Source: an optimization exercise on an open RTL-to-GDS flow (aim: small area). Production flows keep margins and buffers that such runs may drop. Only simulation tests tie the RTL to the original design; equivalence was not proved. Power figures rest on the tool's default switching activity, not on a simulated workload. The clock port is modelled as an ideal driver; clocking choices that lean on that would not hold on a real chip.

Design Top, start of the top module:
module Top(
	clk,
	data_in,
	data_out,
	element,
	outmatrix
);
For scale: about 950 cells after synthesis, roughly 490 flip-flops, ~19 I/O pins.
export LEC_CHECK = 0
export CAP_MARGIN = 20
export CORE_MARGIN = 2
export CORE_UTILIZATION = 70
export CTS_BUF_LIST = sky130_fd_sc_hd__clkbuf_16
export CTS_CLUSTER_DIAMETER = 110
export CTS_CLUSTER_SIZE = 36
export SLEW_MARGIN = 20
export SYNTH_HIERARCHICAL = 1
create_clock -name core_clock -period 6.0 [get_ports {clk}]
run.sh (not shown) runs the stock make flow with config.mk's settings and CLKGATE_MAP_FILE= SYNTH_SCRIPT=/design/flow/synth_recipe.tcl, a recipe that flattens the netlist after the stock synthesis.
The first run passed the timing, design-rule and antenna checks.
Rerun with:
CORE_UTILIZATION = 78   (was 70)
CTS_CLUSTER_DIAMETER = 120   (was 110)
CTS_CLUSTER_SIZE = 32   (was 36)
Result: The changed run passed the timing, design-rule and antenna checks; global-route usage rises by 7.1 points; worst setup slack loses 0.15 ns; worst hold slack loses 0.0077 ns; synthesized cell count does not change; via count rises by a few percent.

* * *

Setup of build 9:
The RTL this note starts from:
==> flow/design.v <==
`timescale 1ns / 1ns
module counter(
	reset,
	count,
	next
);
input reset;
input [5:0] count;
output [5:0] next;
assign next = reset ? 6'd0 : count + 6'd1;
endmodule
`timescale 1ns / 1ns
module sobel(
	pa,
	na,
	pb,
	nb,
	code
);
input  [9:0] pa, na, pb, nb;
output [7:0] code;
wire [6:0] alo, blo;	 
wire sa, sb;		 
wire wa, wb;		 
diff Da(.p(pa), .n(na), .lo(alo), .sign(sa), .wide(wa));
diff Db(.p(pb), .n(nb), .lo(blo), .sign(sb), .wide(wb));
wire ge, cy;
ripple_carry #(7) Cge(.a(alo), .b(~blo), .ci(1'b1), .co(ge));
ripple_carry #(7) Ccy(.a(alo), .b(blo), .ci(1'b0), .co(cy));
wire a_big = sa ^ ((sa ^ sb) ? cy : ge);
wire s = a_big ? sa : sb;
wire sat = wa | wb;
genvar i;
generate for (i = 0; i < 7; i = i + 1) begin : mag
	code_bit M(.a(alo[i]), .b(blo[i]), .a_big(a_big), .s(s), .sat(sat), .m(code[i+1]));
end endgenerate
assign code[0] = s | sat;
endmodule
module code_bit(
	a,
	b,
	a_big,
	s,
	sat,
	m
);
input a, b, a_big, s, sat;
output m;
assign m = ((a_big ? a : b) ^ s) | sat;
endmodule
module diff(
	p,
	n,
	lo,
	sign,
	wide
);
input [9:0] p, n;
output [6:0] lo;
output sign, wide;
wire c7;
ripple_add #(7) Lo(.a(p[6:0]), .b(~n[6:0]), .ci(1'b1), .s(lo), .co(c7));
wire [3:0] d = {1'b0, p[9:7]} - {1'b0, n[9:7]};
wire lt = d[3];				 
wire le = d[3] | ~|d[2:0];		 
wire m10 = &d | ~|d;			 
wire z1 = ~d[3] & ~|d[2:1];		 
assign sign = c7 ? lt : le;
assign wide = c7 ? ~m10 : ~z1;
endmodule
module fa(
	a,
	b,
	c,
	s,
	co
);
input a, b, c;
output s, co;
assign {co, s} = a + b + c;
endmodule
module ha(
	a,
	b,
	s,
	co
);
input a, b;
output s, co;
assign {co, s} = a + b;
endmodule
module carry(
	a,
	b,
	c,
	co
);
input a, b, c;
output co;
assign co = (a & b) | (a & c) | (b & c);
endmodule
module ripple_add #(parameter N = 8) (
	input [N-1:0] a,
	input [N-1:0] b,
	input ci,
	output [N-1:0] s,
	output co
);
wire [N:0] c;
assign c[0] = ci;
genvar i;
generate for (i = 0; i < N; i = i + 1) begin : add
	fa F(.a(a[i]), .b(b[i]), .c(c[i]), .s(s[i]), .co(c[i+1]));
end endgenerate
assign co = c[N];
endmodule
module ripple_carry #(parameter N = 8) (
	input [N-1:0] a,
	input [N-1:0] b,
	input ci,
	output co
);
wire [N:0] c;
assign c[0] = ci;
genvar i;
generate for (i = 0; i < N; i = i + 1) begin : add
	carry C(.a(a[i]), .b(b[i]), .c(c[i]), .co(c[i+1]));
end endgenerate
assign co = c[N];
endmodule
module sobel_decode(
	code,
	out
);
input [7:0] code;
output [7:0] out;
wire [7:0] v = {1'b0, code[7:1]} + {7'd0, code[0]};
assign out = v[7] ? 8'hff : {v[6:0], 1'b0};
endmodule
`timescale 1ns / 1ns
module Top(
	clk,
	data_in,
	data_out,
	element,
	outmatrix
);
input clk, data_in, data_out;
input [7:0] element;
output reg [7:0] outmatrix;
reg loading;		 
reg [5:0] Wadr;		 
reg [5:0] Radr;		 
wire [5:0] Wadr_next, Radr_next;
counter countin(
	.reset(!loading),
	.count(Wadr),
	.next(Wadr_next)
);
counter countout(
	.reset(!data_out),
	.count(Radr),
	.next(Radr_next)
);
always @(posedge clk) begin
	loading <= data_in;
	Wadr <= Wadr_next;
	Radr <= Radr_next;
end
reg [71:0] px;
reg [99:0] qs;
wire [7:0] px1 = px[7:0], px8 = px[63:56], px9 = px[71:64];
wire [7:0] s1, c1;	 
wire [8:0] s2;
wire [7:0] c2;		 
wire [9:0] k;		 
wire [9:0] q0;
genvar i, r, b;
generate for (i = 0; i < 8; i = i + 1) begin : csa
	fa F1(.a(px1[i]), .b(px8[i]), .c(px9[i]), .s(s1[i]), .co(c1[i]));
	if (i > 0)
		fa F2(.a(s1[i]), .b(c1[i-1]), .c(element[i]), .s(s2[i]), .co(c2[i]));
	else
		ha H2(.a(s1[0]), .b(element[0]), .s(s2[0]), .co(c2[0]));
end endgenerate
assign s2[8] = c1[7];
assign q0[0] = s2[0];
ha H(.a(s2[1]), .b(c2[0]), .s(q0[1]), .co(k[2]));
generate for (i = 2; i < 9; i = i + 1) begin : add
	fa F(.a(s2[i]), .b(c2[i-1]), .c(k[i]), .s(q0[i]), .co(k[i+1]));
end endgenerate
assign q0[9] = k[9];
always @(posedge clk) begin
	px <= {px[63:0], element};
	qs <= {qs[89:0], q0};
end
wire [7:0] code;
sobel Sobel(
	.pa(qs[89:80]),
	.na(qs[19:10]),
	.pb(qs[9:0]),
	.nb(qs[99:90]),
	.code(code)
);
wire ins = loading & (|Wadr[5:4]) & (|Wadr[2:1]);
wire [2:0] wrow = Wadr[5:3];
reg [287:0] ring;
generate for (r = 0; r < 6; r = r + 1) begin : rows
	wire put = ins & (wrow == r + 2);
	wire keep = ~put;
	wire [7:0] head;
	for (b = 0; b < 8; b = b + 1) begin : hb
		ao22 H(.a1(put), .a2(code[b]), .b1(keep), .b2(ring[48*r+40+b]), .y(head[b]));
	end
	always @(posedge clk)
		ring[48*r +: 48] <= {ring[48*r +: 40], head};
end endgenerate
reg [2:0] ph, burst_ph;
wire [2:0] ph_next = data_in ? 3'd5 : (ph == 3'd5) ? 3'd0 : ph + 3'd1;
always @(posedge clk) begin
	ph <= ph_next;
	if (!data_out)
		burst_ph <= ph_next;
end
wire [2:0] rrow = Radr[5:3];
wire [2:0] rcol = Radr[2:0];
wire inner_col = (rcol != 3'd0) & (rcol != 3'd7);
wire [5:0] sel_pos, sel_row;
generate for (i = 0; i < 6; i = i + 1) begin : dec
	assign sel_pos[i] = burst_ph == i;
	assign sel_row[i] = inner_col & (rrow == i + 1);
end endgenerate
wire [7:0] rd;
generate for (b = 0; b < 8; b = b + 1) begin : rdbit
	wire [5:0] at_row;
	for (r = 0; r < 6; r = r + 1) begin : row
		sel6 Pos(
			.s(sel_pos),
			.d({ring[48*r+40+b], ring[48*r+32+b], ring[48*r+24+b],
			    ring[48*r+16+b], ring[48*r+8+b], ring[48*r+b]}),
			.y(at_row[r])
		);
	end
	sel6 Row(.s(sel_row), .d(at_row), .y(rd[b]));
end endgenerate
wire [7:0] result;
sobel_decode Dec(
	.code(rd),
	.out(result)
);
always @(posedge clk)
	if (data_out)
		outmatrix <= result;
endmodule
module ao22(
	a1,
	a2,
	b1,
	b2,
	y
);
input a1, a2, b1, b2;
output y;
assign y = (a1 & a2) | (b1 & b2);
endmodule
module sel6(
	s,
	d,
	y
);
input [5:0] s, d;
output y;
wire n0, n1;
sel3n Lo(.s(s[2:0]), .d(d[2:0]), .y(n0));
sel3n Hi(.s(s[5:3]), .d(d[5:3]), .y(n1));
assign y = ~(n0 & n1);
endmodule
module sel3n(
	s,
	d,
	y
);
input [2:0] s, d;
output y;
assign y = ~|(s & d);
endmodule
export LEC_CHECK = 0
export CAP_MARGIN = 0
export CORE_MARGIN = 2
export CORE_UTILIZATION = 70
export CTS_BUF_LIST = sky130_fd_sc_hd__clkbuf_16
export CTS_CLUSTER_DIAMETER = 120
export CTS_CLUSTER_SIZE = 32
export SLEW_MARGIN = 0
export SYNTH_HIERARCHICAL = 1
create_clock -name core_clock -period 6.0 [get_ports {clk}]
Build 9 reached the final stage; the timing, design-rule and antenna checks on its layout passed.
### build 9 -> build 86
- SLEW_MARGIN now 20, was 0
- CAP_MARGIN now 20, was 0
[summary]
Build 86 finished every step from synthesis to the final layout, and the layout passed the timing, design-rule and antenna checks.
Looking at initial detailed-routing violation count across build 86 and build 9, the one that comes out higher is build 9.
The setup slack number comes out lower for build 9 vs build 86.
Build 86 vs build 9 — final critical delay including setup and external delays dropped 0.11 ns.
Where worst hold slack is concerned, build 9 is better than build 86.
Build 86 vs build 9: switching share of power down in build 86
Wire length: build 86 vs build 9 down 1.4%
--- input diff build 86..build 31 ---
- CORE_UTILIZATION changed from 70 to 65
Notes after the runs:
Build 31 finished end to end and its layout was clean on timing, DRC and antenna.
Sort build 31 and build 86 by worst setup slack before clock tree synthesis desc -> top: build 31
Reported combinational group power of build 31 falls short of that of build 86 by a few percent.
Met1 wire length | build 31 above build 86
The total power of build 31 falls short of that of build 86 by about 1%.
Build 31: worst hold slack is 0.0042 ns higher than what build 86 reported.
Comparing build 31 and build 86, the higher arrival time at the worst endpoint is on build 86.
Final non-filler cell area: build 86 vs build 31 — no meaningful difference
Build 31 -> build 86: layout overhead on the synthesized area flat
Wire: build 31 routes less than build 86
Delta(count of standard-cell rows, build 31 - build 86) > 0

* * *

Top, a different RTL version from the one above (not shown whole).
Size: ~940 cells after synthesis, ~490 flip-flops, roughly 19 I/O pins, about 14000 µm² of cells after synthesis.
==> flow/config.mk <==
export PLATFORM = sky130hd
export DESIGN_NAME = Top
export DESIGN_NICKNAME = Top
export VERILOG_FILES = /design/flow/design.v
export SDC_FILE = /design/flow/constraint.sdc
export NUM_CORES = 4
export LEC_CHECK = 0
export CAP_MARGIN = 20
export CORE_MARGIN = 2
export CORE_UTILIZATION = 70
export CTS_BUF_LIST = sky130_fd_sc_hd__clkbuf_16
export CTS_CLUSTER_DIAMETER = 120
export CTS_CLUSTER_SIZE = 32
export SLEW_MARGIN = 20
export SYNTH_HIERARCHICAL = 1
==> flow/constraint.sdc <==
create_clock -name core_clock -period 6.0 [get_ports {clk}]
set_input_delay 1.2000 -clock core_clock [delete_from_list [all_inputs] [get_ports {clk}]]
set_output_delay 1.2000 -clock core_clock [all_outputs]
set_load 0.01 [all_outputs]
standard.sh (not shown) runs the stock make flow with config.mk's settings and CLKGATE_MAP_FILE= SYNTH_SCRIPT=/design/flow/synth_recipe.tcl, a recipe that flattens the netlist after the stock synthesis.
==> flow/flow/run.sh <==
#!/bin/bash
# The standard layout with three changes that only pick smaller cells:
# - the port buffers that global placement inserts are the smallest buffer
#   cell instead of the default delay buffer (every input and output port
#   still gets its own buffer);
# - the clock tree's root and inner buffers are clkbuf_8 (its leaf buffers
#   stay clkbuf_16, as config.mk's CTS_BUF_LIST gives);
# - clock tree synthesis adds no dummy loads.
set -euo pipefail
export BUFFER_PORTS_ARGS="-buffer_cell sky130_fd_sc_hd__buf_1"
export CTS_ARGS="-sink_clustering_enable -repair_clock_nets -sink_clustering_size 32 -sink_clustering_max_diameter 120 -buf_list sky130_fd_sc_hd__clkbuf_16 -root_buf sky130_fd_sc_hd__clkbuf_8 -tree_buf sky130_fd_sc_hd__clkbuf_8 -dont_use_dummy_load"
bash standard.sh > standard.log 2>&1
Edit:
==> flow/flow/run.sh (replaced) <==
#!/bin/bash
# The standard layout with three changes that only pick smaller cells:
# - the port buffers that global placement inserts are the smallest buffer
#   cell instead of the default delay buffer (every input and output port
#   still gets its own buffer);
# - the clock tree's root and inner buffers are clkbuf_4 (its leaf buffers
#   stay clkbuf_16, as config.mk's CTS_BUF_LIST gives);
# - clock tree synthesis adds no dummy loads.
set -euo pipefail
export BUFFER_PORTS_ARGS="-buffer_cell sky130_fd_sc_hd__buf_1"
export CTS_ARGS="-sink_clustering_enable -repair_clock_nets -sink_clustering_size 32 -sink_clustering_max_diameter 120 -buf_list sky130_fd_sc_hd__clkbuf_16 -root_buf sky130_fd_sc_hd__clkbuf_4 -tree_buf sky130_fd_sc_hd__clkbuf_4 -dont_use_dummy_load"
bash standard.sh > standard.log 2>&1
- CORE_UTILIZATION: 70 -> 74
What happened: The new run completed with no timing, DRC or antenna violations. Final area is lower slightly. Setup slack got worse by 150 ps. Routed wire length went up by a few percent. Synthesized cell count stays the same. Count of clock-buffer cells in the layout is unchanged. Sequential share of layout area came out higher by 0.24 points. Flip-flop and latch count is unchanged. Final cell count is lower by a few percent.
Edit:
==> flow/flow/run.sh (replaced) <==
#!/bin/bash
# The standard layout with three changes that only pick smaller cells:
# - the port buffers that global placement inserts are the smallest buffer
#   cell instead of the default delay buffer (every input and output port
#   still gets its own buffer);
# - the clock tree's root and inner buffers are clkbuf_8 (its leaf buffers
#   stay clkbuf_16, as config.mk's CTS_BUF_LIST gives);
# - clock tree synthesis adds no dummy loads;
# - after global routing, gates off the critical paths are sized down
#   (ORFS's power recovery, RECOVER_POWER).
set -euo pipefail
export BUFFER_PORTS_ARGS="-buffer_cell sky130_fd_sc_hd__buf_1"
export CTS_ARGS="-sink_clustering_enable -repair_clock_nets -sink_clustering_size 32 -sink_clustering_max_diameter 120 -buf_list sky130_fd_sc_hd__clkbuf_16 -root_buf sky130_fd_sc_hd__clkbuf_8 -tree_buf sky130_fd_sc_hd__clkbuf_8 -dont_use_dummy_load"
export RECOVER_POWER=100
bash standard.sh > standard.log 2>&1
- CORE_UTILIZATION: 74 -> 70
Effect: The changed run finished but fails on max-capacitance violations, max-slew violations; clock skew increases by 16 ps; power is about the same; design area is about the same; global-route usage went down by 2.2 points; flip-flop and latch count stays the same; routed wire length drops by 3.1%; count of clock-buffer cells in the layout does not change; critical path depth stays the same; sequential share of layout area fell by 0.11 points; synthesized cell count is unchanged.
Edit:
==> flow/run.sh (new file) <==
#!/bin/bash
# synth_recipe.tcl (not shown) runs the flow's synth.tcl, then flattens the netlist and writes it again
# the make line also repeats each setting of config.mk as NAME=value (left out here)
make -C /OpenROAD-flow-scripts/flow DESIGN_CONFIG=/design/flow/config.mk WORK_HOME=/design/flow/orfs CLKGATE_MAP_FILE= SYNTH_SCRIPT=/design/flow/synth_recipe.tcl finish
- PLACE_DENSITY: not set -> 0.85
removed: flow/flow/run.sh
removed: flow/standard.sh
After rerunning: The changed run ran to the end with no violations; synthesized cell count stays the same; via count went down slightly; routed wire length went down by a few percent; combinational power barely changes; cell area went up slightly; worst setup slack degrades by 130 ps; core utilization went up by 1.2 points.

separate check: timing with driven ports:
Ports are ideal in the flow. The routed layouts listed here were re-timed in OpenROAD. Step 1: set_driving_cell puts a clkbuf_16 on clk and a buf_2 on each other input, an assumption about the parent block. Step 2 also shifts input and output timing later by t, the mid clock arrival at the registers, as if the neighbouring blocks saw the same clock. Slacks: ideal ports / drivers / drivers and shift; pairs: ideal ports / drivers.
run | shift t [ns] | setup slack, ns | cell pins on the clock port's net
the first run of note 1 | 0.571 | 0.218 / 0.218 / 0.218 | 1
the second run of note 1 | 0.576 | 0.067 / 0.067 / 0.067 | 1
build 9 | 0.572 | 0.198 / 0.198 / 0.198 | 1
build 86 | 0.573 | 0.310 / 0.310 / 0.310 | 1
build 31 | 0.574 | 0.393 / 0.393 / 0.393 | 1
the first run of note 3 | 0.612 | 0.601 / 0.601 / 0.601 | 1
the second run of note 3 | 0.770 | 0.450 / 0.450 / 0.450 | 1
the third run of note 3 | 0.609 | 0.616 / 0.616 / 0.616 | 1
the fourth run of note 3 | 0.571 | 0.489 / 0.489 / 0.489 | 1
